Background: an optimization exercise with open tools, aiming at small area and a short achievable clock period. Do not read the settings as production practice.
At most, simulation tests tie the RTL to the original design; equivalence was not proved.
Power figures rest on the tool's default switching activity, not on a simulated workload.

// pipelined_regfile_2stage
module pipelined_regfile_2stage(clk, rst, imem_addr, imem_data, dmem_addr, dmem_wdata, dmem_we, dmem_re, dmem_rdata, wb_en, wb_addr, wb_data);
==> module regfile, before the edit <==
module regfile (
  input              clk,
  input              rst,
  input              wen,
  input  [3:0]       raddr1,
  input  [3:0]       raddr2,
  input  [3:0]       waddr,
  input  [15:0]      wdata,
  output [15:0]      rdata1,
  output [15:0]      rdata2
);
  reg [15:0] regdata [0:15];
  wire [15:0] wd = rst ? 16'd0 : wdata;
  genvar i;
  generate
    for (i = 0; i < 16; i = i + 1) begin : r
      wire we = rst | (wen & (waddr == i));
      always @(posedge clk)
        if (we) regdata[i] <= (i == 1) ? (wd | {13'd0, rst, 1'b0, rst}) : wd;
    end
  endgenerate
  assign rdata1 = regdata[raddr1];
  assign rdata2 = regdata[raddr2];
endmodule
==> module pipelined_regfile_2stage, before the edit <==
module pipelined_regfile_2stage(clk, rst, imem_addr, imem_data, dmem_addr, dmem_wdata, dmem_we, dmem_re, dmem_rdata, wb_en, wb_addr, wb_data);
input clk;
input rst;
output [15:0] imem_addr;
input  [15:0] imem_data;
output [15:0] dmem_addr;
output [15:0] dmem_wdata;
output dmem_we;
output dmem_re;
input  [15:0] dmem_rdata;
output wb_en;
output [3:0] wb_addr;
output [15:0] wb_data;
reg  [15:0] pc;
wire [15:0] inst = imem_data;
wire [3:0]  op = inst[15:12];
wire        regdst = (op == 4'b1001) | (op == 4'b1010);
wire        jump = (op == 4'b1011) | (op == 4'b1101);
wire        jr = (op == 4'b1100);
wire        shl = (op == 4'b0100);
wire        shr = (op == 4'b0101);
wire [15:0] rdata1, rdata2;
wire [3:0]  raddr2 = regdst ? inst[11:8] : inst[3:0];
reg         wb_wen;
reg  [3:0]  wb_rd;
reg  [15:0] wb_val;
regfile RF0 (.clk(clk), .rst(rst), .wen(wb_wen), .raddr1(inst[7:4]), .raddr2(raddr2),
             .waddr(wb_rd), .wdata(wb_val), .rdata1(rdata1), .rdata2(rdata2));
function [15:0] rev16(input [15:0] x);
  integer k;
  for (k = 0; k < 16; k = k + 1) rev16[k] = x[15-k];
endfunction
wire [15:0] pow2 = inst[3] ? 16'd0 : (16'd1 << inst[2:0]);
reg         ex_v;
reg  [3:0]  ex_op, ex_imm, ex_rd;
reg  [15:0] ex_a, ex_b, ex_pc;
always @(posedge clk) begin
  ex_v   <= ~rst;
  ex_op  <= op;
  ex_imm <= inst[3:0];
  ex_rd  <= (op == 4'b1101) ? 4'd15 : inst[11:8];
  ex_a   <= shr ? rev16(rdata1) : rdata1;
  ex_b   <= (shl | shr) ? pow2 : rdata2;
  ex_pc  <= pc;
end
wire [15:0] ex_out, ex_aux, ex_x2, ex_x3;
wire        ex_cin, zero;
alu ALU0 (.a(ex_a), .b(ex_b), .pc(ex_pc), .op(ex_op), .imm(ex_imm),
          .out(ex_out), .aux(ex_aux), .x2(ex_x2), .x3(ex_x3), .cin(ex_cin), .zero(zero));
wire taken = ex_v & (ex_op == 4'b1010) & zero;
wire [15:0] btarget = ex_pc + {{12{ex_imm[3]}}, ex_imm};
wire [15:0] pc_next = jr ? rdata1 :
                      jump ? {pc[15:12], inst[11:0]} :
                      taken ? btarget : pc + 16'd1;
always @(posedge clk)
  pc <= rst ? 16'd0 : pc_next;
assign imem_addr = pc;
reg         mem_wen, mem_re, mem_we;
reg         mem_cin, mem_com, mem_eq, mem_rev;
reg  [3:0]  mem_rd;
reg  [15:0] mem_res, mem_aux, mem_x2, mem_x3;
always @(posedge clk) begin
  mem_wen <= ~rst & ex_v & ((ex_op <= 4'b1000) | (ex_op == 4'b1101));
  mem_re  <= ~rst & ex_v & (ex_op == 4'b1000);
  mem_we  <= ~rst & ex_v & (ex_op == 4'b1001);
  mem_cin <= ex_cin;
  mem_com <= (ex_op == 4'b0110);
  mem_eq  <= zero;
  mem_rev <= (ex_op == 4'b0101);
  mem_rd  <= ex_rd;
  mem_res <= ex_out;
  mem_aux <= ex_aux;
  mem_x2  <= ex_x2;
  mem_x3  <= ex_x3;
end
assign dmem_addr  = mem_res;
assign dmem_wdata = mem_aux;
assign dmem_we    = mem_we;
assign dmem_re    = mem_re;
wire [15:0] sum;
wire        sum_hi;
mem_add ADD0 (.v0(mem_res), .v1(mem_aux), .v2(mem_x2), .v3(mem_x3), .cin(mem_cin),
              .sum(sum), .hi(sum_hi));
wire        le = ~sum_hi | mem_eq;
wire [15:0] mem_val = mem_re  ? dmem_rdata :
                      mem_com ? {15'd0, le} :
                      mem_rev ? rev16(sum[15:0]) : sum[15:0];
always @(posedge clk) begin
  wb_wen <= ~rst & mem_wen;
  wb_rd  <= mem_rd;
  wb_val <= mem_val;
end
assign wb_en   = wb_wen;
assign wb_addr = wb_rd;
assign wb_data = wb_val;
endmodule
clock: 7.0 ns
lec_check: 0
cap_margin: 20
core_margin: 2
core_utilization: 40
cts_cluster_diameter: 60
cts_cluster_size: 20
setup_slack_margin: 3.6
slew_margin: 20
run.sh (not shown) runs the stock make flow with config.mk's settings and CLKGATE_MAP_FILE= SYNTH_SCRIPT=/design/flow/synth_recipe.tcl, a recipe that flattens the netlist after the stock synthesis.
Edit:
--- a/flow/design.v
+++ b/flow/design.v
@@ -291,12 +291,12 @@
 `timescale 1ns / 10ps
 module regfile (
   input              clk,
   input              rst,
   input              wen,
-  input  [3:0]       raddr1,
-  input  [3:0]       raddr2,
+  input  [15:0]      rsel1,     
+  input  [15:0]      rsel2,
   input  [3:0]       waddr,
   input  [15:0]      wdata,
   output [15:0]      rdata1,
   output [15:0]      rdata2
 );
@@ -308,12 +308,22 @@
       wire we = rst | (wen & (waddr == i));
       always @(posedge clk)
         if (we) regdata[i] <= (i == 1) ? (wd | {13'd0, rst, 1'b0, rst}) : wd;
     end
   endgenerate
-  assign rdata1 = regdata[raddr1];
-  assign rdata2 = regdata[raddr2];
+  reg [15:0] rd1, rd2;
+  integer k;
+  always @(*) begin
+    rd1 = 16'd0;
+    rd2 = 16'd0;
+    for (k = 0; k < 16; k = k + 1) begin
+      rd1 = rd1 | ({16{rsel1[k]}} & regdata[k]);
+      rd2 = rd2 | ({16{rsel2[k]}} & regdata[k]);
+    end
+  end
+  assign rdata1 = rd1;
+  assign rdata2 = rd2;
 endmodule
 `timescale 1ns / 1ps
 `timescale 1ns / 10ps
 module pipelined_regfile_2stage(clk, rst, imem_addr, imem_data, dmem_addr, dmem_wdata, dmem_we, dmem_re, dmem_rdata, wb_en, wb_addr, wb_data);
 input clk;
@@ -335,15 +345,18 @@
 wire        jump = (op == 4'b1011) | (op == 4'b1101);
 wire        jr = (op == 4'b1100);
 wire        shl = (op == 4'b0100);
 wire        shr = (op == 4'b0101);
 wire [15:0] rdata1, rdata2;
-wire [3:0]  raddr2 = regdst ? inst[11:8] : inst[3:0];
+wire [15:0] sel_rs = 16'd1 << inst[7:4];
+wire [15:0] sel_rd = 16'd1 << inst[11:8];
+wire [15:0] sel_rt = 16'd1 << inst[3:0];
+wire [15:0] sel2 = regdst ? sel_rd : sel_rt;
 reg         wb_wen;
 reg  [3:0]  wb_rd;
 reg  [15:0] wb_val;
-regfile RF0 (.clk(clk), .rst(rst), .wen(wb_wen), .raddr1(inst[7:4]), .raddr2(raddr2),
+regfile RF0 (.clk(clk), .rst(rst), .wen(wb_wen), .rsel1(sel_rs), .rsel2(sel2),
              .waddr(wb_rd), .wdata(wb_val), .rdata1(rdata1), .rdata2(rdata2));
 function [15:0] rev16(input [15:0] x);
   integer k;
   for (k = 0; k < 16; k = k + 1) rev16[k] = x[15-k];
 endfunction
The changed run finished clean. Count of clock-buffer cells in the layout grows by 6. Power went down by a few percent. Register-to-register slack gets worse by 0.12 ns. Setup slack loses 0.12 ns. Sequential power goes up by a few percent. Flip-flop and latch count is unchanged. Core utilization increases by 0.17 points. Cell count is lower by a little under a tenth. Via count fell by roughly a tenth. Clock skew is lower by 0.0057 ns. Non-clock buffer count goes up by 7. Sequential share of layout area increases by 1.8 points. Design area shrinks by a few percent. Area after synthesis goes down by a few percent.
For the first run of this note, only the layout was checked, not whether the RTL still works.

## afterwards: timing with drivers on the ports
No port has a modelled driver above. Below, the same layouts with a new extraction and two added sets of constraints. Step 1 assumes that a clkbuf_16 drives the clock port and a buf_2 every other input. Step 2, shift: input delay + t, output delay - t, t = (earliest + latest rising clock arrival at the registers) / 2. This alone moves slack from input paths to output paths. Three values: ideal ports, drivers, drivers and shift; two values: the first two.
| run | shift t [ns] | setup slack, ns | clock arrival spread, ns | worst slew at a driven data input, ns | cell pins on the clock port's net |
|---|---|---|---|---|---|
| the first run | 0.639 | 3.628 / 3.634 / 3.031 | 0.025 / 0.025 | 0.06 | 1 |
| the second run | 0.625 | 3.507 / 3.507 / 3.041 | 0.023 / 0.023 | 0.05 | 1 |
After both steps every run listed still meets setup and hold. For the first run, which loses most, drivers alone change the setup slack by +0.006 ns; drivers and shift together by -0.597 ns.
